Background: an optimization exercise with open tools, aiming at small area. Do not read the settings as production practice.
RTL that was checked went through simulation tests only; none was proved equivalent to the original.
No functional check of the RTL was part of runs 2 to 4.
Power is estimated from default activity; no workload was simulated.

==> flow/design.v (outline; a module is shown in full before it is edited, if it fits) <==
// module pcie_us_axi_dma_rd: 1113 lines
// module pcie_us_axi_dma_wr: 859 lines
// module pcie_us_axi_dma: 265 lines
// module pcie_us_axi_dma_x64: 179 lines
module pcie_us_axi_dma_x64 (
    input  wire          clk,
    input  wire          rst,
    input  wire [63:0]   s_axis_rc_tdata,
    input  wire [1:0]    s_axis_rc_tkeep,
    input  wire          s_axis_rc_tvalid,
    output wire          s_axis_rc_tready,
    input  wire          s_axis_rc_tlast,
    input  wire [74:0]   s_axis_rc_tuser,
    output wire [63:0]   m_axis_rq_tdata,
    output wire [1:0]    m_axis_rq_tkeep,
    output wire          m_axis_rq_tvalid,
    input  wire          m_axis_rq_tready,
    output wire          m_axis_rq_tlast,
    output wire [59:0]   m_axis_rq_tuser,
    input  wire [63:0]   s_axis_read_desc_pcie_addr,
    input  wire [31:0]   s_axis_read_desc_axi_addr,
    input  wire [15:0]   s_axis_read_desc_len,
    input  wire [7:0]    s_axis_read_desc_tag,
    input  wire          s_axis_read_desc_valid,
    output wire          s_axis_read_desc_ready,
    output wire [7:0]    m_axis_read_desc_status_tag,
    output wire          m_axis_read_desc_status_valid,
    input  wire [63:0]   s_axis_write_desc_pcie_addr,
    input  wire [31:0]   s_axis_write_desc_axi_addr,
    input  wire [15:0]   s_axis_write_desc_len,
    input  wire [7:0]    s_axis_write_desc_tag,
    input  wire          s_axis_write_desc_valid,
    output wire          s_axis_write_desc_ready,
    output wire [7:0]    m_axis_write_desc_status_tag,
    output wire          m_axis_write_desc_status_valid,
    output wire [7:0]    m_axi_awid,
    output wire [31:0]   m_axi_awaddr,
    output wire [7:0]    m_axi_awlen,
    output wire [2:0]    m_axi_awsize,
    output wire [1:0]    m_axi_awburst,
    output wire          m_axi_awlock,
    output wire [3:0]    m_axi_awcache,
    output wire [2:0]    m_axi_awprot,
    output wire          m_axi_awvalid,
    input  wire          m_axi_awready,
    output wire [63:0]   m_axi_wdata,
    output wire [7:0]    m_axi_wstrb,
    output wire          m_axi_wlast,
    output wire          m_axi_wvalid,
    input  wire          m_axi_wready,
    input  wire [7:0]    m_axi_bid,
    input  wire [1:0]    m_axi_bresp,
    input  wire          m_axi_bvalid,
    output wire          m_axi_bready,
    output wire [7:0]    m_axi_arid,
    output wire [31:0]   m_axi_araddr,
    output wire [7:0]    m_axi_arlen,
    output wire [2:0]    m_axi_arsize,
    output wire [1:0]    m_axi_arburst,
    output wire          m_axi_arlock,
    output wire [3:0]    m_axi_arcache,
    output wire [2:0]    m_axi_arprot,
    output wire          m_axi_arvalid,
    input  wire          m_axi_arready,
    input  wire [7:0]    m_axi_rid,
    input  wire [63:0]   m_axi_rdata,
    input  wire [1:0]    m_axi_rresp,
    input  wire          m_axi_rlast,
    input  wire          m_axi_rvalid,
    output wire          m_axi_rready,
    input  wire          read_enable,
    input  wire          write_enable,
    input  wire          ext_tag_enable,
    input  wire [15:0]   requester_id,
    input  wire          requester_id_enable,
  // ...
==> flow/run.sh <==
#!/bin/bash
# synth_recipe.tcl (not shown) runs the flow's synth.tcl, then flattens the netlist and writes it again
# the make line also repeats each setting of config.mk as NAME=value (left out here)
make -C /OpenROAD-flow-scripts/flow DESIGN_CONFIG=/design/flow/config.mk WORK_HOME=/design/flow/orfs CLKGATE_MAP_FILE= SYNTH_SCRIPT=/design/flow/synth_recipe.tcl finish
==> flow/config.mk <==
export PLATFORM = sky130hd
export DESIGN_NAME = pcie_us_axi_dma_x64
export DESIGN_NICKNAME = pcie_us_axi_dma_x64
export VERILOG_FILES = /design/flow/design.v
export SDC_FILE = /design/flow/constraint.sdc
export NUM_CORES = 8
export LEC_CHECK = 0
export CAP_MARGIN = 20
export CORE_MARGIN = 2
export CORE_UTILIZATION = 40
export SLEW_MARGIN = 20
==> flow/constraint.sdc <==
create_clock -name core_clock -period 10.0 [get_ports {clk}]
set_input_delay 2.0000 -clock core_clock [delete_from_list [all_inputs] [get_ports {clk}]]
set_output_delay 2.0000 -clock core_clock [all_outputs]
set_load 0.01 [all_outputs]
==> summary.txt, run 1 <==
first-pass GRT wire length 1429000 um; Worst Path Required 10.79 ns; r2r worst-path depth 26; fin cells 30940; layout cells sized above 1 0.1797; run status timing/DRC/antenna clean; met3 usage 0.06187; Core Area 739800 um^2; Final Setup Violations 0; clk root buf clkbuf_16; Vert. Die Dim 865.2 um; initial core utilization 0.4010; CP Capture Type flop; H-tree depth 6; GRT Max-Usage Layer met2; nets 21360; Post-CTS Setup Bufs 0; Setup WS pre-CTS about 0.94 ns; post-CTS resize count 0; CP Depth 26; Least-Margin Pin Slew 1.329 ns; clk pwr 0.0257 W; Total Power 0.06112 W; Tap Cells 9858; RSZ-0062 raised after global routing false; First-pass DRT Iterations 9; Post-DRT Antenna Nets 0; Hold Crit Depth 0; Max Clk Rate 121.2 MHz; met2 wire len 455000 um; r2r setup slk 1.75 ns; GR Util All Layers 0.2652; via total after detailed routing 192600; Clock buffer cells 863; register area share after synthesis 0.6412; # fillers 64110; drt initial violations between 20000 and 30000; Critical Path Slowest Stage Cell o211ai_1; synthesized flop and latch total ~6400
==> inputs of run 2 (changes only) <==
--- a/flow/design.v
+++ b/flow/design.v
@@ -245,37 +245,90 @@
 reg op_table_start_en;
 reg [OP_TAG_WIDTH-1:0] op_table_write_start_ptr;
 reg op_table_write_start_commit;
 reg op_table_write_start_en;
 reg [OP_TAG_WIDTH-1:0] op_table_write_finish_ptr;
 reg op_table_write_finish_en;
 reg op_read_done;
 parameter WR_COUNT_WIDTH = 11;
+localparam [WR_COUNT_WIDTH-1:0] WR_COUNT_ZERO = 11'b00000000001;
+localparam [WR_COUNT_WIDTH-1:0] WR_COUNT_ONE = 11'b00000000010;
 reg [TAG_WIDTH-1:0] op_table_tag [2**OP_TAG_WIDTH-1:0];
 reg op_table_write_commit [2**OP_TAG_WIDTH-1:0];
 reg [WR_COUNT_WIDTH-1:0] op_table_write_count [2**OP_TAG_WIDTH-1:0];
 reg [OP_TAG_WIDTH+1-1:0] op_tag_fifo_wr_ptr_reg;
 reg [OP_TAG_WIDTH+1-1:0] op_tag_fifo_rd_ptr_reg, op_tag_fifo_rd_ptr_next;
 reg [OP_TAG_WIDTH-1:0] op_tag_fifo_mem [2**OP_TAG_WIDTH-1:0];
 reg [OP_TAG_WIDTH-1:0] op_tag_fifo_wr_tag;
 reg op_tag_fifo_we;
 integer i;
+reg [2**PCIE_TAG_WIDTH-1:0] tag_rd_sel;
+reg [AXI_ADDR_WIDTH-1:0] tag_rd_axi_addr;
+reg [OP_TAG_WIDTH-1:0] tag_rd_op_tag;
+reg tag_rd_active;
+reg [2**OP_TAG_WIDTH-1:0] bid_rd_sel;
+reg [TAG_WIDTH-1:0] bid_rd_tag;
+reg bid_rd_commit;
+reg bid_rd_count_one;
+reg [2**OP_TAG_WIDTH-1:0] op_rd_sel;
+reg [2**OP_TAG_WIDTH-1:0] op_tag_fifo_rd_sel;
+reg [OP_TAG_WIDTH-1:0] op_tag_fifo_rd_data;
+reg [2**PCIE_TAG_WIDTH_1-1:0] pcie_tag_fifo_1_rd_sel;
+reg [PCIE_TAG_WIDTH_1-1:0] pcie_tag_fifo_1_rd_data;
+reg [2**PCIE_TAG_WIDTH_2-1:0] pcie_tag_fifo_2_rd_sel;
+reg [PCIE_TAG_WIDTH_2-1:0] pcie_tag_fifo_2_rd_data;
+integer k;
+integer m;
+always @* begin
+    tag_rd_sel = {{2**PCIE_TAG_WIDTH-1{1'b0}}, 1'b1} << s_axis_rc_tdata[PCIE_TAG_WIDTH-1:0];
+    tag_rd_axi_addr = 0;
+    tag_rd_op_tag = 0;
+    tag_rd_active = 1'b0;
+    for (k = 0; k < 2**PCIE_TAG_WIDTH; k = k + 1) begin
+        tag_rd_axi_addr = tag_rd_axi_addr | (pcie_tag_table_axi_addr[k] & {AXI_ADDR_WIDTH{tag_rd_sel[k]}});
+        tag_rd_op_tag = tag_rd_op_tag | (pcie_tag_table_op_tag[k] & {OP_TAG_WIDTH{tag_rd_sel[k]}});
+        tag_rd_active = tag_rd_active | (pcie_tag_table_active[k] & tag_rd_sel[k]);
+    end
+    bid_rd_sel = {{2**OP_TAG_WIDTH-1{1'b0}}, 1'b1} << m_axi_bid[OP_TAG_WIDTH-1:0];
+    op_rd_sel = {{2**OP_TAG_WIDTH-1{1'b0}}, 1'b1} << op_tag_reg;
+    op_tag_fifo_rd_sel = {{2**OP_TAG_WIDTH-1{1'b0}}, 1'b1} << op_tag_fifo_rd_ptr_reg[OP_TAG_WIDTH-1:0];
+    bid_rd_tag = 0;
+    bid_rd_commit = 1'b0;
+    bid_rd_count_one = 1'b0;
+    op_tag_fifo_rd_data = 0;
+    for (k = 0; k < 2**OP_TAG_WIDTH; k = k + 1) begin
+        bid_rd_tag = bid_rd_tag | (op_table_tag[k] & {TAG_WIDTH{bid_rd_sel[k]}});
+        bid_rd_commit = bid_rd_commit | (op_table_write_commit[k] & bid_rd_sel[k]);
+        bid_rd_count_one = bid_rd_count_one | (op_table_write_count[k] == WR_COUNT_ONE && bid_rd_sel[k]);
+        op_tag_fifo_rd_data = op_tag_fifo_rd_data | (op_tag_fifo_mem[k] & {OP_TAG_WIDTH{op_tag_fifo_rd_sel[k]}});
+    end
+    pcie_tag_fifo_1_rd_sel = {{2**PCIE_TAG_WIDTH_1-1{1'b0}}, 1'b1} << pcie_tag_fifo_1_rd_ptr_reg[PCIE_TAG_WIDTH_1-1:0];
+    pcie_tag_fifo_2_rd_sel = {{2**PCIE_TAG_WIDTH_2-1{1'b0}}, 1'b1} << pcie_tag_fifo_2_rd_ptr_reg[PCIE_TAG_WIDTH_2-1:0];
+    pcie_tag_fifo_1_rd_data = 0;
+    pcie_tag_fifo_2_rd_data = 0;
+    for (k = 0; k < 2**PCIE_TAG_WIDTH_1; k = k + 1) begin
+        pcie_tag_fifo_1_rd_data = pcie_tag_fifo_1_rd_data | (pcie_tag_fifo_1_mem[k] & {PCIE_TAG_WIDTH_1{pcie_tag_fifo_1_rd_sel[k]}});
+    end
+    for (k = 0; k < 2**PCIE_TAG_WIDTH_2; k = k + 1) begin
+        pcie_tag_fifo_2_rd_data = pcie_tag_fifo_2_rd_data | (pcie_tag_fifo_2_mem[k] & {PCIE_TAG_WIDTH_2{pcie_tag_fifo_2_rd_sel[k]}});
+    end
+end
 always @* begin
     req_state_next = REQ_STATE_IDLE;
     s_axis_read_desc_ready_next = 1'b0;
     req_pcie_addr_next = req_pcie_addr_reg;
     req_axi_addr_next = req_axi_addr_reg;
     req_op_count_next = req_op_count_reg;
     req_tlp_count_next = req_tlp_count_reg;
     req_op_tag_next = req_op_tag_reg;
     req_pcie_tag_next = req_pcie_tag_reg;
     req_pcie_tag_valid_next = req_pcie_tag_valid_reg;
     inc_active_tx = 1'b0;
-    op_table_start_ptr = op_tag_fifo_mem[op_tag_fifo_rd_ptr_reg[OP_TAG_WIDTH-1:0]];
+    op_table_start_ptr = op_tag_fifo_rd_data;
     op_table_start_tag = s_axis_read_desc_tag;
     op_table_start_en = 1'b0;
     op_tag_fifo_rd_ptr_next = op_tag_fifo_rd_ptr_reg;
     if (req_op_count_reg + req_pcie_addr_reg[1:0] <= {max_read_request_size_dw_reg, 2'b00}) begin
         if (((req_pcie_addr_reg & 12'hfff) + (req_op_count_reg & 12'hfff)) >> 12 != 0 || req_op_count_reg >> 12 != 0) begin
             req_tlp_count_next = 13'h1000 - req_pcie_addr_reg[11:0];
             dword_count = 11'h400 - req_pcie_addr_reg[11:2];
             req_last_tlp = (((req_pcie_addr_reg & 12'hfff) + (req_op_count_reg & 12'hfff)) & 12'hfff) == 0;
@@ -378,18 +431,18 @@
     case (req_state_reg)
         REQ_STATE_IDLE: begin
             s_axis_read_desc_ready_next = init_done_reg && enable && (op_tag_fifo_rd_ptr_reg != op_tag_fifo_wr_ptr_reg);
             if (s_axis_read_desc_ready && s_axis_read_desc_valid) begin
                 s_axis_read_desc_ready_next = 1'b0;
                 req_pcie_addr_next = s_axis_read_desc_pcie_addr;
                 req_axi_addr_next = s_axis_read_desc_axi_addr;
                 req_op_count_next = s_axis_read_desc_len;
-                req_op_tag_next = op_tag_fifo_mem[op_tag_fifo_rd_ptr_reg[OP_TAG_WIDTH-1:0]];
-                op_table_start_ptr = op_tag_fifo_mem[op_tag_fifo_rd_ptr_reg[OP_TAG_WIDTH-1:0]];
+                req_op_tag_next = op_tag_fifo_rd_data;
+                op_table_start_ptr = op_tag_fifo_rd_data;
                 op_table_start_tag = s_axis_read_desc_tag;
                 op_table_start_en = 1'b1;
                 op_tag_fifo_rd_ptr_next = op_tag_fifo_rd_ptr_reg+1;
                 req_state_next = REQ_STATE_START;
             end else begin
                 req_state_next = REQ_STATE_IDLE;
             end
         end
@@ -439,21 +492,21 @@
                 end
             end
         end
     endcase
     pcie_tag_fifo_1_rd_ptr_next = pcie_tag_fifo_1_rd_ptr_reg;
     pcie_tag_fifo_2_rd_ptr_next = pcie_tag_fifo_2_rd_ptr_reg;
     if (!req_pcie_tag_valid_next) begin
         if (pcie_tag_fifo_1_rd_ptr_reg != pcie_tag_fifo_1_wr_ptr_reg) begin
-            req_pcie_tag_next = pcie_tag_fifo_1_mem[pcie_tag_fifo_1_rd_ptr_reg[PCIE_TAG_WIDTH_1-1:0]];
+            req_pcie_tag_next = pcie_tag_fifo_1_rd_data;
             req_pcie_tag_valid_next = 1'b1;
             pcie_tag_fifo_1_rd_ptr_next = pcie_tag_fifo_1_rd_ptr_reg + 1;
         end else if (PCIE_TAG_COUNT > 32 && ext_tag_enable && pcie_tag_fifo_2_rd_ptr_reg != pcie_tag_fifo_2_wr_ptr_reg) begin
-            req_pcie_tag_next = {1'b1, pcie_tag_fifo_2_mem[pcie_tag_fifo_2_rd_ptr_reg[PCIE_TAG_WIDTH_2-1:0]]};
+            req_pcie_tag_next = {1'b1, pcie_tag_fifo_2_rd_data};
             req_pcie_tag_valid_next = 1'b1;
             pcie_tag_fifo_2_rd_ptr_next = pcie_tag_fifo_2_rd_ptr_reg + 1;
         end
     end
 end
 integer j;
 always @* begin
     op_read_done = !(req_state_reg != REQ_STATE_IDLE && req_op_tag_reg == op_tag_reg);
@@ -514,17 +567,17 @@
                     pcie_tag_next = s_axis_rc_tdata[71:64];  
                     if (byte_count_next > (op_dword_count_next << 2) - lower_addr_next[1:0]) begin
                         op_count_next = (op_dword_count_next << 2) - lower_addr_next[1:0];
                         final_cpl_next = 1'b0;
                     end else begin
                         op_count_next = byte_count_next;
                         final_cpl_next = 1'b1;
                     end
-                    axi_addr_next = pcie_tag_table_axi_addr[pcie_tag_next] - byte_count_next;
+                    axi_addr_next = tag_rd_axi_addr - byte_count_next;
                     offset_next = axi_addr_next[OFFSET_WIDTH-1:0] - (12+lower_addr_next[1:0]);
                     bubble_cycle_next = axi_addr_next[OFFSET_WIDTH-1:0] < 12+lower_addr_next[1:0];
                     first_cycle_offset_next = axi_addr_next[OFFSET_WIDTH-1:0];
                     first_cycle_next = 1'b1;
                     if (op_count_next <= AXI_MAX_BURST_SIZE-axi_addr_next[OFFSET_WIDTH-1:0] || AXI_MAX_BURST_SIZE >= 4096) begin
                         if ((axi_addr_next ^ (axi_addr_next + op_count_next)) & (1 << 12)) begin
                             tr_count_next = 13'h1000 - axi_addr_next[11:0];
                         end else begin
@@ -532,25 +585,25 @@
                         end
                     end else begin
                         if ((axi_addr_next ^ (axi_addr_next + AXI_MAX_BURST_SIZE)) & (1 << 12)) begin
                             tr_count_next = 13'h1000 - axi_addr_next[11:0];
                         end else begin
                             tr_count_next = AXI_MAX_BURST_SIZE - axi_addr_next[OFFSET_WIDTH-1:0];
                         end
                     end
-                    op_tag_next = pcie_tag_table_op_tag[pcie_tag_next];
-                    if (pcie_tag_table_active[pcie_tag_next] && error_code_next == RC_ERROR_NORMAL_TERMINATION) begin
+                    op_tag_next = tag_rd_op_tag;
+                    if (tag_rd_active && error_code_next == RC_ERROR_NORMAL_TERMINATION) begin
                         s_axis_rc_tready_next = !m_axi_awvalid || m_axi_awready;
                         tlp_state_next = TLP_STATE_START;
                     end else if (error_code_next == RC_ERROR_MISMATCH) begin
                         status_error_uncor_next = 1'b1;
                         s_axis_rc_tready_next = 1'b1;
                         tlp_state_next = TLP_STATE_WAIT_END;
-                    end else if (!pcie_tag_table_active[pcie_tag_next] || error_code_next == RC_ERROR_INVALID_TAG) begin
+                    end else if (!tag_rd_active || error_code_next == RC_ERROR_INVALID_TAG) begin
                         status_error_cor_next = 1'b1;
                         s_axis_rc_tready_next = 1'b1;
                         tlp_state_next = TLP_STATE_WAIT_END;
                     end else begin
                         case (error_code_next)
                             RC_ERROR_POISONED: status_error_cor_next = 1'b1;  
                             RC_ERROR_BAD_STATUS: status_error_cor_next = 1'b1;  
                             RC_ERROR_INVALID_LENGTH: status_error_cor_next = 1'b1;  
@@ -594,17 +647,17 @@
                     tlp_state_next = TLP_STATE_IDLE;
                 end
             end
         end
         TLP_STATE_HEADER: begin
             s_axis_rc_tready_next = 1'b0;
             if (s_axis_rc_tvalid) begin
                 pcie_tag_next = s_axis_rc_tdata[7:0];  
-                axi_addr_next = pcie_tag_table_axi_addr[pcie_tag_next] - byte_count_reg;
+                axi_addr_next = tag_rd_axi_addr - byte_count_reg;
                 offset_next = axi_addr_next[OFFSET_WIDTH-1:0] - (4+lower_addr_reg[1:0]);
                 bubble_cycle_next = axi_addr_next[OFFSET_WIDTH-1:0] < 4+lower_addr_reg[1:0];
                 first_cycle_offset_next = axi_addr_next[OFFSET_WIDTH-1:0];
                 first_cycle_next = 1'b1;
                 if (op_count_next <= AXI_MAX_BURST_SIZE-axi_addr_next[OFFSET_WIDTH-1:0] || AXI_MAX_BURST_SIZE >= 4096) begin
                     if ((axi_addr_next ^ (axi_addr_next + op_count_next)) & (1 << 12)) begin
                         tr_count_next = 13'h1000 - axi_addr_next[11:0];
                     end else begin
@@ -612,25 +665,25 @@
                     end
                 end else begin
                     if ((axi_addr_next ^ (axi_addr_next + AXI_MAX_BURST_SIZE)) & (1 << 12)) begin
                         tr_count_next = 13'h1000 - axi_addr_next[11:0];
                     end else begin
                         tr_count_next = AXI_MAX_BURST_SIZE - axi_addr_next[OFFSET_WIDTH-1:0];
                     end
                 end
-                op_tag_next = pcie_tag_table_op_tag[pcie_tag_next];
-                if (pcie_tag_table_active[pcie_tag_next] && error_code_reg == RC_ERROR_NORMAL_TERMINATION) begin
+                op_tag_next = tag_rd_op_tag;
+                if (tag_rd_active && error_code_reg == RC_ERROR_NORMAL_TERMINATION) begin
                     s_axis_rc_tready_next = !m_axi_awvalid || m_axi_awready;
                     tlp_state_next = TLP_STATE_START;
                 end else if (error_code_next == RC_ERROR_MISMATCH) begin
                     status_error_uncor_next = 1'b1;
                     s_axis_rc_tready_next = 1'b1;
                     tlp_state_next = TLP_STATE_WAIT_END;
-                end else if (!pcie_tag_table_active[pcie_tag_next] || error_code_next == RC_ERROR_INVALID_TAG) begin
+                end else if (!tag_rd_active || error_code_next == RC_ERROR_INVALID_TAG) begin
                     status_error_cor_next = 1'b1;
                     s_axis_rc_tready_next = 1'b1;
                     tlp_state_next = TLP_STATE_WAIT_END;
                 end else begin
                     case (error_code_next)
                         RC_ERROR_POISONED: status_error_cor_next = 1'b1;  
                         RC_ERROR_BAD_STATUS: status_error_cor_next = 1'b1;  
                         RC_ERROR_INVALID_LENGTH: status_error_cor_next = 1'b1;  
@@ -822,32 +875,32 @@
     end else if (finish_tag_reg) begin
         pcie_tag_fifo_wr_tag = pcie_tag_reg;
         if (pcie_tag_fifo_wr_tag < PCIE_TAG_COUNT_1) begin
             pcie_tag_fifo_1_we = 1'b1;
         end else begin
             pcie_tag_fifo_2_we = 1'b1;
         end
     end
-    m_axis_read_desc_status_tag_next = op_table_tag[op_table_write_finish_ptr];
+    m_axis_read_desc_status_tag_next = bid_rd_tag;
     m_axis_read_desc_status_valid_next = 1'b0;
     m_axi_bready_next = 1'b1;
     op_table_write_finish_ptr = m_axi_bid;
     op_table_write_finish_en = 1'b0;
     op_tag_fifo_wr_tag = m_axi_bid;
     op_tag_fifo_we = 1'b0;
     if (init_op_tag_reg) begin
         op_tag_fifo_wr_tag = init_count_reg;
         op_tag_fifo_we = 1'b1;
     end else if (m_axi_bready && m_axi_bvalid) begin
         op_table_write_finish_ptr = m_axi_bid;
         op_table_write_finish_en = 1'b1;
         op_tag_fifo_wr_tag = m_axi_bid;
-        m_axis_read_desc_status_tag_next = op_table_tag[op_table_write_finish_ptr];
-        if (op_table_write_commit[op_table_write_finish_ptr] && op_table_write_count[op_table_write_finish_ptr] == 1) begin
+        m_axis_read_desc_status_tag_next = bid_rd_tag;
+        if (bid_rd_commit && bid_rd_count_one) begin
             op_tag_fifo_we = 1'b1;
             m_axis_read_desc_status_valid_next = 1'b1;
         end
     end
 end
 always @(posedge clk) begin
     req_state_reg <= req_state_next;
     tlp_state_reg <= tlp_state_next;
@@ -936,25 +989,25 @@
     if (op_table_start_en) begin
         op_table_tag[op_table_start_ptr] <= op_table_start_tag;
     end
     if (op_table_write_start_en) begin
         op_table_write_commit[op_table_write_start_ptr] <= op_table_write_start_commit;
     end else if (op_table_write_start_commit) begin
         op_table_write_commit[op_table_write_start_ptr] <= op_table_write_start_commit;
     end
-    if (init_op_tag_reg) begin
-        op_table_write_count[init_count_reg] <= 0;
-    end else if (op_table_write_start_en && op_table_write_finish_en && op_table_write_start_ptr == op_table_write_finish_ptr) begin
-    end else begin
-        if (op_table_write_start_en) begin
-            op_table_write_count[op_table_write_start_ptr] <= op_table_write_count[op_table_write_start_ptr] + 1;
-        end
-        if (op_table_write_finish_en) begin
-            op_table_write_count[op_table_write_finish_ptr] <= op_table_write_count[op_table_write_finish_ptr] - 1;
+    for (m = 0; m < 2**OP_TAG_WIDTH; m = m + 1) begin
+        if (init_op_tag_reg) begin
+            if (init_count_reg == m) begin
+                op_table_write_count[m] <= WR_COUNT_ZERO;
+            end
+        end else if (op_table_write_start_en && op_rd_sel[m] && !(op_table_write_finish_en && bid_rd_sel[m])) begin
+            op_table_write_count[m] <= {op_table_write_count[m][WR_COUNT_WIDTH-2:0], op_table_write_count[m][10] ^ op_table_write_count[m][8]};
+        end else if (op_table_write_finish_en && bid_rd_sel[m] && !(op_table_write_start_en && op_rd_sel[m])) begin
+            op_table_write_count[m] <= {op_table_write_count[m][0] ^ op_table_write_count[m][9], op_table_write_count[m][WR_COUNT_WIDTH-1:1]};
         end
     end
     if (op_tag_fifo_we) begin
         op_tag_fifo_mem[op_tag_fifo_wr_ptr_reg[OP_TAG_WIDTH-1:0]] <= op_tag_fifo_wr_tag;
         op_tag_fifo_wr_ptr_reg <= op_tag_fifo_wr_ptr_reg + 1;
     end
     op_tag_fifo_rd_ptr_reg <= op_tag_fifo_rd_ptr_next;
     if (rst) begin
==> flow/config.mk (replaced) <==
export PLATFORM = sky130hd
export DESIGN_NAME = pcie_us_axi_dma_x64
export DESIGN_NICKNAME = pcie_us_axi_dma_x64
export VERILOG_FILES = /design/flow/design.v
export SDC_FILE = /design/flow/constraint.sdc
export NUM_CORES = 8
export LEC_CHECK = 0
export CAP_MARGIN = 20
export CORE_MARGIN = 2
export CORE_UTILIZATION = 60
export CTS_BUF_LIST = sky130_fd_sc_hd__clkbuf_4 sky130_fd_sc_hd__clkbuf_8 sky130_fd_sc_hd__clkbuf_16
export PLACE_DENSITY = 0.7
export SLEW_MARGIN = 20
==> run 2 against run 1 <==
- still clean on timing, DRC and antenna
- global-route usage is 16 points higher
- register-to-register slack worse by 0.89 ns
- fmax down 14%
- count of clock-buffer cells in the layout down 85
- combinational power down about 10%
- die area fell by 35%
- first-iteration DRC count is 27% higher
- largest cell class unchanged
==> summary.txt, run 2 <==
run status timing/DRC/antenna clean (unchanged); TNS Setup 0 ns (unchanged); placed inst area 305500 um^2 (was 316900 um^2); count of buffers from port buffering 678 (unchanged); register area share after synthesis 0.6590 (was 0.6412); CTS hold repair buffers 0 (unchanged); Core Area 478300 um^2 (was 739800 um^2); Mean Syn Cell Area 13.16 um^2 (was 14.98 um^2); nets 23650 (was 21360); PwrDens 184.0 nW/um^2 (was 179.9 nW/um^2); async set-reset flop share out of synthesis 0 (unchanged); CP Capture Type flop (unchanged); max reg flops 2048 (unchanged); Area Overhead vs Synth 13.85% (was 14.51%); H-tree depth 6 (unchanged); Synth top area share 0.6457 (was 0.6271); WL/cell 35.72 um (was 33.28 um); Final Cell Area 328000 um^2 (was 339700 um^2); clock skew 0.1195 ns (was 0.1206 ns); crit path time final 9.609 ns (was 8.251 ns); Sw Ratio 0.2387 (was 0.2436); Synth Area in Adders 0.01874 (was 0.01745); RSZ-0062 raised after global routing false (unchanged); CTS clk-pin slew, worst paths 0.06 ns (about the same); Flop pwr share 0.497 (was 0.492); final WL 1062000 um (was 1030000 um); Simple-Gate Fraction of Synth Area 0.1113 (was 0.06426); Distinct cells, synth 105 (was 103); compound-gate portion of the synthesized area 0.1010 (was 0.07668); period utilization 0.9609 (was 0.8251); commonest non-fill, non-tap cell in the layout edfxtp_1 (unchanged); fin. max-slew vios 0 (unchanged); largest net degree at the start of global routing 239 (was 137); Worst Path Required 10.83 ns (was 10.79 ns); Boundary Pins 855 (unchanged); clk root buf clkbuf_16 (unchanged); multiplexer area fraction after synthesis 0.05395 (was 0.1480); initial core utilization 0.6024 (was 0.4010); # fillers 33440 (was 64110); HP Start dma_inst.pcie_us_axi_dma_rd_inst.axi_addr_reg[27] (was dma_inst.pcie_us_axi_dma_rd_inst.axi_addr_reg[11]); largest family of logic cells by synthesized area simple AND/OR/NAND/NOR gates (was multiplexers); top flop regs dma_inst.pcie_us_axi_dma_rd_inst.pcie_tag_table_axi_addr x2048, dma_inst.pcie_us_axi_dma_rd_inst.op_table_write_count x704 (unchanged); internal power 0.04594 W (was 0.04624 W); first-pass GRT wire length 1471000 um (was 1429000 um); end-of-flow core utilization 0.6858 (was 0.4592); r2r worst-path depth 25 (was 26); arrival time worst endpoint 10.44 ns (was 9.04 ns); drt initial violations 35560 (was 28110); layout cells sized above 1 0.1247 (was 0.1797); Biggest register dma_inst.pcie_us_axi_dma_rd_inst.pcie_tag_table_axi_addr (unchanged); cells after synthesis 21890 (was 19810); Max-cap violations 0 (unchanged); post-CTS resize count 0 (unchanged); synthesized flop and latch total 6387 (was 6403); total gr overflow 0 (unchanged); Rows 254 (was 316); Yosys top cell by area edfxtp_1 (unchanged); vias in the first global route 194000 (was 182700); Logic pwr share 0.080 (was 0.088); Vert. Die Dim 697.0 um (was 865.2 um); Max Clk Rate 104.1 MHz (was 121.2 MHz); clock network power share 0.423 (was 0.420); TritonCTS clock tree yes (unchanged); Yosys Warn Count 3 (was 2); initial antenna violation count 81 (was 126); Post-synth EDFFs 6195 (unchanged); die width 697.0 um (was 865.2 um); sw power 0.01440 W (was 0.01489 W); Hold Crit Depth 0 (unchanged); r2r setup slk 0.86 ns (was 1.75 ns); # DRC 0 (unchanged); Startpoint Class input pin (was flop); Final Hold Fails 0 (unchanged); mapped cell area 288100 um^2 (was 296600 um^2); GP Congestion 1.042 (was 0.9967); Least-Margin Pin Slew 1.372 ns (was 1.329 ns); CP max FO 18 (was 65); clock latency on the worst-skew pair 1.18 ns (was 1.20 ns); most common cell in the synthesized netlist edfxtp_1 (unchanged); CTS Sinks 6387 (was 6403); via total after detailed routing 209100 (was 192600); synth top area cells edfxtp_1 65%, nand2_1 3.0%, a22oi_1 2.9% (was edfxtp_1 63%, mux4_2 10%, mux2i_1 2.6%); worst setup path start s_axis_rc_tdata[1]; WHS 0.4632 ns (was 0.4446 ns); Post-CTS Setup Bufs 0 (unchanged); critical path class input pin to flop (was flop to flop); commonest cells in the netlist 6195 x edfxtp_1, 2335 x nand2_1, 1419 x nor2_1 (was 6195 x edfxtp_1, 1394 x nand2_1, 1371 x mux4_2); XOR/XNOR share of the synthesized area 0.03245 (was 0.02796); die area 485700 um^2 (was 748500 um^2); Post-DRT Antenna Nets 0 (unchanged); most frequent cells in the layout 6195 x edfxtp_1, 2326 x nand2_1, 1247 x nor2_1, 1110 x a22oi_1, 970 x nand3_1 (was 6195 x edfxtp_1, 1386 x nand2_1, 1371 x mux4_2, 1151 x nor2_1, 880 x a21oi_1); First-pass DRT Iterations 12 (was 9); hpwl dp 691800 um (was 665000 um); peak supply drop 0.2177 mV (was 0.1878 mV); Synth Flop Type edfxtp_1 (unchanged); static leakage 113.0 nW (was 113.3 nW); TritonCTS Buffers 653 (was 683); Final Setup Violations 0 (unchanged); min-delay worst type flop to flop (unchanged); DR vias/cell 7.032 (was 6.226); GR Util All Layers 0.4251 (was 0.2652); relative slew slack 0.08131 (was 0.1137); Longest Clk Path Bufs 4 (unchanged)
[run 2: cell types whose count changed after synthesis, moves of 127 or more]
cell,change
a22oi_1,+863
and2_1,+127
mux2i_1,-134
mux4_2,-1166
nand2_1,+941
nand3_1,+649
nand4_1,+262
nor2_1,+179
nor4_1,+294
o211ai_1,+153
o22ai_1,-289
[run 2: worst max-delay path, stage by stage]
cell and delay, ns:
clkdlybuf4s50_1 0.96, inv_1 0.19, ha_1 0.47, and3_2 0.33, and2_2 0.51, buf_4 0.44, a22oi_1 0.24, nand2_1 0.07
nor4_1 0.60, nand4_1 0.54, buf_4 0.34, ha_1 0.22, or3_1 0.37, o2111a_1 0.28, or4_1 0.47, a21oi_1 0.18
xor2_1 0.24, clkinv_1 0.14, ha_1 0.29, o21ai_0 0.12, nor2_1 0.08, a211oi_1 0.37, xnor2_1 0.11, buf_4 0.20
nor2_1 0.19, buf_4 0.18, mux2i_1 0.18, mux2i_1 0.10
[run 2: layout make-up]
type / count / area [um^2] / share of cell area
Sequential cell: 6387 / 189900 / 0.5789
Multi-Input combinational cell: 13930 / 93960 / 0.2865
Clock buffer: 778 / 17440 / 0.05316
Timing Repair Buffer: 1410 / 12500 / 0.03810
Tap cell: 6400 / 8008 / 0.02441
Clock inverter: 432 / 4780 / 0.01457
Inverter: 345 / 1300 / 0.003963
Antenna cell: 56 / 140.1 / 0.0004272
[run 2: power by group through the flow]
stage | clock network [W] | registers (W) | logic (W)
final | 0.0255 | 0.0300 | 0.00482
after global routing | 0.0265 | 0.0300 | 0.00505
after CTS | 0.0255 | 0.0300 | 0.00466
after detailed placement | 0 | 0.0306 | 0.00464
after global placement | 0 | 0.0306 | 0.00457
after floorplan | 0 | 0.0305 | 0.00262
[run 2: routing by layer]
layer | up-vias | GRT usage | share of wire
met5 | - | 0 | 0.00057
met4 | 58 | 0.2600 | 0.079
met3 | 3870 | 0.1358 | 0.15
met2 | 17170 | 0.6152 | 0.42
met1 | 102300 | 0.5631 | 0.35
li1 | 85780 | - | -
[run 2: through the flow]
| stage | cells | setup slack [ns] | power (W) |
|---|---|---|---|
| after detailed placement | 28470 | -0.3014 | 0.03520 |
| final | 29740 | 0.3914 | 0.06034 |
| after CTS | 29680 | 0.8206 | 0.06018 |
| after global routing | 29700 | 0.2267 | 0.06159 |
| after floorplan | 21970 | -0.9713 | 0.03311 |
| after global placement | 28460 | -0.1272 | 0.03513 |
[run 2: cell families (layout without fill, tap and decap cells)]
kind of cell | Yosys count | count (layout)
AND/OR/NAND/NOR | 6777 | 6777
flip-flops | 6387 | 6387
AO/OA/AOI/OAI | 4338 | 4338
buffers and inverters | 1650 | 2965
multiplexers | 1245 | 1245
XOR/XNOR | 1065 | 1065
adder cells (fa/ha/maj) | 422 | 422
other | 2 | 140
[run 2: worst max path at each step]
stage | depth (start not counted) | end | slack, ns
final | 28 | dma_inst.pcie_us_axi_dma_rd_inst.tr_count_reg[1] | 0.39
after global routing | 29 | dma_inst.pcie_us_axi_dma_rd_inst.tr_count_reg[1] | 0.23
after CTS | 29 | dma_inst.pcie_us_axi_dma_rd_inst.tr_count_reg[1] | 0.82
after detailed placement | 29 | dma_inst.pcie_us_axi_dma_rd_inst.tr_count_reg[1] | -0.30
after global placement | 28 | dma_inst.pcie_us_axi_dma_rd_inst.tr_count_reg[0] | -0.13
after floorplan | 10 | flop | -0.97
==> inputs of run 3 (changes only) <==
--- a/flow/config.mk
+++ b/flow/config.mk
@@ -10,3 +10,3 @@
 export CORE_UTILIZATION = 60
-export CTS_BUF_LIST = sky130_fd_sc_hd__clkbuf_4 sky130_fd_sc_hd__clkbuf_8 sky130_fd_sc_hd__clkbuf_16
+export CTS_BUF_LIST = sky130_fd_sc_hd__clkbuf_4
 export PLACE_DENSITY = 0.7
==> run 3 against run 2 <==
- combinational power is essentially flat
- worst hold slack lost 0.0075 ns
- first-iteration DRC count is 0.43% lower
- critical path type is now flop to flop
==> summary.txt, run 3 <==
clock latency on the worst-skew pair 1.92 ns (was 1.18 ns); Post-DRT Antenna Nets 0 (unchanged); CTS Sinks 6387 (unchanged); Yosys top cell by area edfxtp_1 (unchanged); vias in the first global route 201100 (was 194000); mapped cell area 288100 um^2 (unchanged); static leakage 113.9 nW (was 113.0 nW); GR Layer Usage met1 0.5602 (was 0.5631); # fillers 34650 (was 33440); max reg flops 2048 (unchanged); First-pass DRT Iterations 10 (was 12); run status timing/DRC/antenna clean (unchanged); Final Hold Fails 0 (unchanged); r2r worst-path depth 25 (unchanged); Synth Flop Type edfxtp_1 (unchanged); H-tree depth 7 (was 6); post-CTS resize count 0 (unchanged); Critical Path Slowest Stage Cell buf_4 (was clkdlybuf4s50_1); WL/cell 34.14 um (was 35.72 um); sw power 0.01435 W (was 0.01440 W); clk root buf clkbuf_4 (was clkbuf_16); Final Cell Area 325500 um^2 (was 328000 um^2); Max Clk Rate 108.9 MHz (was 104.1 MHz); Core Area 478300 um^2 (unchanged); r2r setup slk 0.81 ns (was 0.86 ns); commonest non-fill, non-tap cell in the layout edfxtp_1 (unchanged); internal power 0.04231 W (was 0.04594 W); Post-CTS Setup Bufs 0 (unchanged); grt met2 use 0.6211 (was 0.6152); nets 24660 (was 23650); TritonCTS clock tree yes (unchanged); arrival time worst endpoint 10.64 ns (was 10.44 ns); register area share after synthesis 0.6590 (unchanged); top flop regs dma_inst.pcie_us_axi_dma_rd_inst.pcie_tag_table_axi_addr x2048, dma_inst.pcie_us_axi_dma_rd_inst.op_table_write_count x704 (unchanged); Total Power 0.05667 W (was 0.06034 W); critical path class flop to flop (was input pin to flop); first-pass GRT wire length 1483000 um (was 1471000 um); clock skew 0.2354 ns (was 0.1195 ns); final WL 1069000 um (was 1062000 um); Startpoint Class flop (was input pin); Sw Ratio 0.2533 (was 0.2387); CP max FO 64 (was 18); end-of-flow core utilization 0.6806 (was 0.6858); Least-Margin Pin Slew 1.379 ns (was 1.372 ns); total gr overflow 0 (unchanged); CTS hold repair buffers 0 (unchanged); Biggest register dma_inst.pcie_us_axi_dma_rd_inst.pcie_tag_table_axi_addr (unchanged); synthesized flop and latch total 6387 (unchanged); slowest stage delay, CP 0.64 ns (was 0.96 ns); fin. max-slew vios 0 (unchanged); placed inst area 305500 um^2 (unchanged); Max-cap violations 0 (unchanged); DR vias/cell 6.859 (was 7.032); largest net degree at the start of global routing 239 (unchanged); GR Util All Layers 0.4307 (was 0.4251); synth top area cells edfxtp_1 65%, nand2_1 3.0%, a22oi_1 2.9% (unchanged); area of the multi-input gates 93960 um^2 (about the same); relative slew slack 0.07208 (was 0.08131); drt initial violations 35410 (was 35560); Rows 254 (unchanged); initial antenna violation count 73 (was 81); hpwl dp 691800 um (unchanged); Post-synth EDFFs 6195 (unchanged); period utilization 0.9186 (was 0.9609); GRT Max-Usage Layer met2 (unchanged); crit path time final 9.186 ns (was 9.609 ns); Flop pwr share 0.529 (was 0.497); Distinct cells, synth 105 (unchanged); initial core utilization 0.6024 (unchanged); min-delay worst type flop to flop (unchanged); register area 189900 um^2 (unchanged); met3 usage 0.1468 (was 0.1358); # DRC 0 (unchanged); die area 485700 um^2 (unchanged); clock network power share 0.386 (was 0.423); cells after synthesis 21890 (unchanged); TritonCTS Buffers 1659 (was 653); Final Setup Violations 0 (unchanged); count of buffers from port buffering 678 (unchanged); Area Overhead vs Synth 12.99% (was 13.85%); HP Start dma_inst.pcie_us_axi_dma_rd_inst.axi_addr_reg[27] (unchanged); most frequent cells in the layout 6195 x edfxtp_1, 2345 x clkbuf_4, 2326 x nand2_1, 1247 x nor2_1, 1110 x a22oi_1 (was 6195 x edfxtp_1, 2326 x nand2_1, 1247 x nor2_1, 1110 x a22oi_1, 970 x nand3_1); CTS clk-pin slew, worst paths 0.07 ns (was 0.06 ns); Logic pwr share 0.085 (was 0.080); Hold Crit Depth 0 (unchanged); Longest Clk Path Bufs 5 (was 4); Yosys Warn Count 3 (unchanged); CP Capture Type flop (unchanged); RSZ-0062 raised after global routing false (unchanged); layout cells sized above 1 0.1719 (was 0.1247); die width 697.0 um (unchanged); async set-reset flop share out of synthesis 0 (unchanged); commonest cells in the netlist 6195 x edfxtp_1, 2335 x nand2_1, 1419 x nor2_1 (unchanged); Synth top area share 0.6457 (unchanged); via total after detailed routing 214800 (was 209100); Boundary Pins 855 (unchanged); Worst Path Required 11.46 ns (was 10.83 ns); GP Congestion 1.042 (unchanged); PwrDens 174.1 nW/um^2 (was 184.0 nW/um^2); peak supply drop 0.1606 mV (was 0.2177 mV); most common cell in the synthesized netlist edfxtp_1 (unchanged); Vert. Die Dim 697.0 um (unchanged); Mean Syn Cell Area 13.16 um^2 (unchanged)
-- run 3: worst max-delay path by stage --
stage                                                                  end  slack, ns
final                                                                 flop       0.81
after global routing                                                  flop       0.27
after global placement    dma_inst.pcie_us_axi_dma_rd_inst.tr_count_reg[0]      -0.13
after CTS                                                             flop       0.91
after detailed placement  dma_inst.pcie_us_axi_dma_rd_inst.tr_count_reg[1]      -0.30
after floorplan                                                       flop      -0.97
-- run 3: cell families after synthesis --
logic type,share of synthesized area
flip-flops,0.6590
buffers and inverters,0.02351
AND/OR/NAND/NOR,0.1113
multiplexers,0.05395
XOR/XNOR,0.03245
AO/OA/AOI/OAI,0.1010
adder cells (fa/ha/maj),0.01874
other,0.00002607
-- run 3: cell type report --
type,instances,area share
Inverter,345,0.003993
Timing Repair Buffer,1410,0.03837
Tap cell,6400,0.02460
Multi-Input combinational cell,13930,0.2886
Sequential cell,6387,0.5833
Clock buffer,2345,0.05408
Clock inverter,431,0.006522
Antenna cell,65,0.0004997
-- run 3: metal layers --
| layer | wire, um | up-vias |
|---|---|---|
| met5 | 286 | - |
| met4 | 82890 | 44 |
| li1 | - | 88800 |
| met3 | 162200 | 4037 |
| met2 | 454400 | 18090 |
| met1 | 369300 | 103800 |
-- run 3: critical path: cells and delay by family (launching register included) --
| family | cells | cell delay (ns) |
|---|---|---|
| AO/OA/AOI/OAI | 9 | 3.39 |
| AND/OR/NAND/NOR | 8 | 2.02 |
| adder cells (fa/ha/maj) | 4 | 1.28 |
| buffers and inverters | 2 | 0.81 |
| multiplexers | 1 | 0.59 |
| flip-flops | 1 | 0.48 |
| XOR/XNOR | 1 | 0.16 |
-- run 3: power by group through the flow --
stage	Clock, W	Sequential, W	Combinational [W]
after floorplan	0	0.0305	0.00262
after global routing	0.0233	0.0300	0.00505
final	0.0219	0.0300	0.00481
after detailed placement	0	0.0306	0.00464
after CTS	0.0220	0.0300	0.00466
after global placement	0	0.0306	0.00457
-- run 3: metrics by stage --
| stage | setup WS (ns) | instances | hold WS [ns] | setup TNS, ns |
|---|---|---|---|---|
| detailed placement | -0.3014 | 28470 | 0.4473 | -2.336 |
| finish | 0.8144 | 31310 | 0.4557 | 0 |
| CTS | 0.9120 | 31240 | 0.4422 | 0 |
| global route | 0.2653 | 31280 | 0.4515 | 0 |
| floorplan | -0.9713 | 21970 | 0.4206 | -169.00 |
| global placement | -0.1272 | 28460 | 0.4427 | -0.8089 |
==> inputs of run 4 (changes only) <==
--- a/flow/config.mk
+++ b/flow/config.mk
@@ -10,3 +10,3 @@
 export CORE_UTILIZATION = 60
-export CTS_BUF_LIST = sky130_fd_sc_hd__clkbuf_4
+export CTS_BUF_LIST = sky130_fd_sc_hd__clkbuf_8
 export PLACE_DENSITY = 0.7
==> run 4 against run 3 <==
- first-iteration DRC count up 0.47%
- highest routed layer unchanged
- final area down 0.27%
- sequential share of layout area increased by 0.16 points
==> summary.txt, run 4 <==
layout cells sized above 1 0.1292 (was 0.1719); Setup WS pre-CTS -0.3014 ns (unchanged); GP Congestion 1.042 (unchanged); Crit path top cell by count buf_4; placed inst area 305500 um^2 (unchanged); clock skew 0.1252 ns (was 0.2354 ns); Final Setup Violations 0 (unchanged); via total after detailed routing 211000 (was 214800); Yosys Warn Count 3 (unchanged); CTS Sinks 6387 (unchanged); count of buffers from port buffering 678 (unchanged); register area 189900 um^2 (unchanged); Synth top area share 0.6457 (unchanged); PwrDens 173.4 nW/um^2 (was 174.1 nW/um^2); synthesized flop and latch total 6387 (unchanged); Synth Flop Type edfxtp_1 (unchanged); Yosys top cell by area edfxtp_1 (unchanged); Biggest register dma_inst.pcie_us_axi_dma_rd_inst.pcie_tag_table_axi_addr (unchanged); slowest stage delay, CP 0.94 ns (was 0.64 ns); Max-cap violations 0 (unchanged); mapped cell area 288100 um^2 (unchanged); final worst slack 0.6755 ns (was 0.8144 ns); Rows 254 (unchanged); Vert. Die Dim 697.0 um (unchanged); TritonCTS clock tree yes (unchanged); Logic pwr share 0.085 (about the same); cells after synthesis 21890 (unchanged); min-delay worst type flop to flop (unchanged); Post-CTS Setup Bufs 0 (unchanged); DR vias/cell 6.950 (was 6.859); Boundary Pins 855 (unchanged); commonest cells in the netlist 6195 x edfxtp_1, 2335 x nand2_1, 1419 x nor2_1 (unchanged); Least-Margin Pin Slew 1.356 ns (was 1.379 ns); Mean Syn Cell Area 13.16 um^2 (unchanged); First-pass DRT Iterations 13 (was 10); die area 485700 um^2 (unchanged); Post-synth EDFFs 6195 (unchanged); largest net degree at the start of global routing 239 (unchanged); final WL 1067000 um (was 1069000 um); Startpoint Class input pin (was flop); critical path class input pin to flop (was flop to flop); arrival time worst endpoint 10.42 ns (was 10.64 ns); Area Overhead vs Synth 12.68% (was 12.99%); Max Clk Rate 107.2 MHz (was 108.9 MHz); post-CTS resize count 0 (unchanged); CP Capture Type flop (unchanged); max reg flops 2048 (unchanged); peak supply drop 0.1659 mV (was 0.1606 mV); Final Cell Area 324700 um^2 (was 325500 um^2); initial core utilization 0.6024 (unchanged); Post-DRT Antenna Nets 0 (unchanged); TritonCTS Buffers 1114 (was 1659); # DRC 0 (unchanged); vias in the first global route 197100 (was 201100); GR Util All Layers 0.4294 (was 0.4307); RSZ-0062 raised after global routing false (unchanged); first-pass GRT wire length 1474000 um (was 1483000 um); hpwl dp 691800 um (unchanged); H-tree depth 7 (unchanged); commonest non-fill, non-tap cell in the layout edfxtp_1 (unchanged); register area share after synthesis 0.6590 (unchanged); Core Area 478300 um^2 (unchanged); worst setup path start s_axis_rc_tdata[1]; clk root buf clkbuf_8 (was clkbuf_4); synth top area cells edfxtp_1 65%, nand2_1 3.0%, a22oi_1 2.9% (unchanged); WHS 0.4581 ns (was 0.4557 ns); static leakage 112.9 nW (was 113.9 nW); most frequent cells in the layout 6195 x edfxtp_1, 2326 x nand2_1, 1247 x nor2_1, 1158 x clkbuf_8, 1110 x a22oi_1 (was 6195 x edfxtp_1, 2345 x clkbuf_4, 2326 x nand2_1, 1247 x nor2_1, 1110 x a22oi_1); internal power 0.04210 W (was 0.04231 W); Longest Clk Path Bufs 5 (unchanged); initial antenna violation count 74 (was 73); CP max FO 17 (was 64); drt initial violations 35580 (was 35410); Sw Ratio 0.2522 (was 0.2533); WL/cell 35.13 um (was 34.14 um); clock latency on the worst-skew pair 1.43 ns (was 1.92 ns); Final Hold Fails 0 (unchanged); die width 697.0 um (unchanged); Worst Path Required 11.10 ns (was 11.46 ns); # fillers 34140 (was 34650); run status timing/DRC/antenna clean (unchanged); Distinct cells, synth 105 (unchanged); nets 24120 (was 24660); Critical Path Slowest Stage Cell clkdlybuf4s50_1 (was buf_4); fin. max-slew vios 0 (unchanged); crit path time final 9.325 ns (was 9.186 ns); HP Start dma_inst.pcie_us_axi_dma_rd_inst.axi_addr_reg[6] (was dma_inst.pcie_us_axi_dma_rd_inst.axi_addr_reg[27]); async set-reset flop share out of synthesis 0 (unchanged); period utilization 0.9325 (was 0.9186); clock network power share 0.382 (was 0.386); most common cell in the synthesized netlist edfxtp_1 (unchanged); area of the multi-input gates 93970 um^2 (was 93960 um^2); total gr overflow 0 (unchanged); Total Power 0.05630 W (was 0.05667 W); relative slew slack 0.09630 (was 0.07208); CTS clk-pin slew, worst paths 0.06 ns (was 0.07 ns); top flop regs dma_inst.pcie_us_axi_dma_rd_inst.pcie_tag_table_axi_addr x2048, dma_inst.pcie_us_axi_dma_rd_inst.op_table_write_count x704 (unchanged); CTS hold repair buffers 0 (unchanged); sw power 0.01420 W (was 0.01435 W); Flop pwr share 0.533 (was 0.529)
## run 4: cell counts after synthesis
Identical to the previous run, type by type.
## run 4: worst max-delay path: cells and delay by family
kind	cells	cell delay [ns]
AOI/OAI and AO/OA	5	1.19
xor gates and xnor gates	2	0.35
buffers and inverters	8	2.71
and+or+nand+nor	9	2.87
adders and majority gates	3	0.95
muxes	2	0.28
## run 4: cell type report
class	count	area share
multi-input cells	13930	0.2894
flip-flops and latches	6387	0.5849
diodes	59	0.0004548
clock inverters	674	0.009080
inverters	345	0.004004
repair buffers	1410	0.03839
well taps	6400	0.02467
clock buffers	1158	0.04909
## run 4: per-stage QoR
stage	utilization	TNS (ns)	cells
2_1_floorplan	-	-169.00	21970
3_3_place_gp	0.6383	-0.8089	28460
3_5_place_dp	0.6386	-2.336	28470
4_1_cts	0.6781	0	30300
5_1_grt	0.6785	0	30320
6_report	0.6788	0	30360
## run 4: path summary, 6_finish.rpt
check	to	slack, ns	cells past startpoint
worst min register to register	flop	0.46	0
worst max-delay path	dma_inst.pcie_us_axi_dma_rd_inst.tr_count_reg[2]	0.68	29
worst min-delay path	flop	0.46	0
worst max register to register	flop	0.82	25
## run 4: per-layer routing
metal,track usage,wire length [um],up-vias
li1,-,-,86730
met1,0.5593,372300,103100
met2,0.6138,450000,17270
met3,0.1530,161000,3897
met4,0.2745,83160,42
met5,0.003922,379,-
## run 4: cells by family after synthesis
logic type,synth area share
buf+inv,0.02351
compound gates,0.1010
other cells,0.00002607
fa+ha+maj,0.01874
simple gates,0.1113
xor+xnor,0.03245
flops,0.6590
mux,0.05395
## run 4: power by group through the flow
stage | registers, W | clock network (W) | logic (W)
2_1_floorplan | 0.0305 | 0 | 0.00262
3_3_place_gp | 0.0306 | 0 | 0.00457
3_5_place_dp | 0.0306 | 0 | 0.00464
4_1_cts | 0.0300 | 0.0215 | 0.00466
5_1_grt | 0.0300 | 0.0226 | 0.00505
6_report | 0.0300 | 0.0215 | 0.00481

[static timing again, ports no longer ideal]
In the flow no input, the clock included, has a driving cell. The finished layouts below were timed again as built, in two steps. Step 1, drivers: a clkbuf_16 drives clk and a buf_2 each remaining input, both assumed. Step 2 moves the port delays by t, midway between the first and last clock arrival at a register: inputs arrive t later, outputs are due t later. That takes back most of the time a late clock gives input paths. Slacks: ideal ports / drivers / drivers and shift; pairs: ideal ports / drivers.
run	shift t [ns]	slack for setup (ns)	hold slack, ns
run 1	1.300	1.749 / 1.749 / 0.784	0.445 / 0.445 / 0.445
run 2	1.248	0.391 / 0.496 / -0.752	0.463 / 0.463 / 0.463
run 3	1.938	0.814 / 0.814 / -0.926	0.456 / 0.456 / 0.456
run 4	1.506	0.675 / 0.784 / -0.722	0.458 / 0.458 / 0.458
With both steps, setup timing fails in run 2, run 3 and run 4, where it was met with ideal ports. For run 3, which loses most, drivers alone change the setup slack by 0.000 ns; drivers and shift together by -1.740 ns.
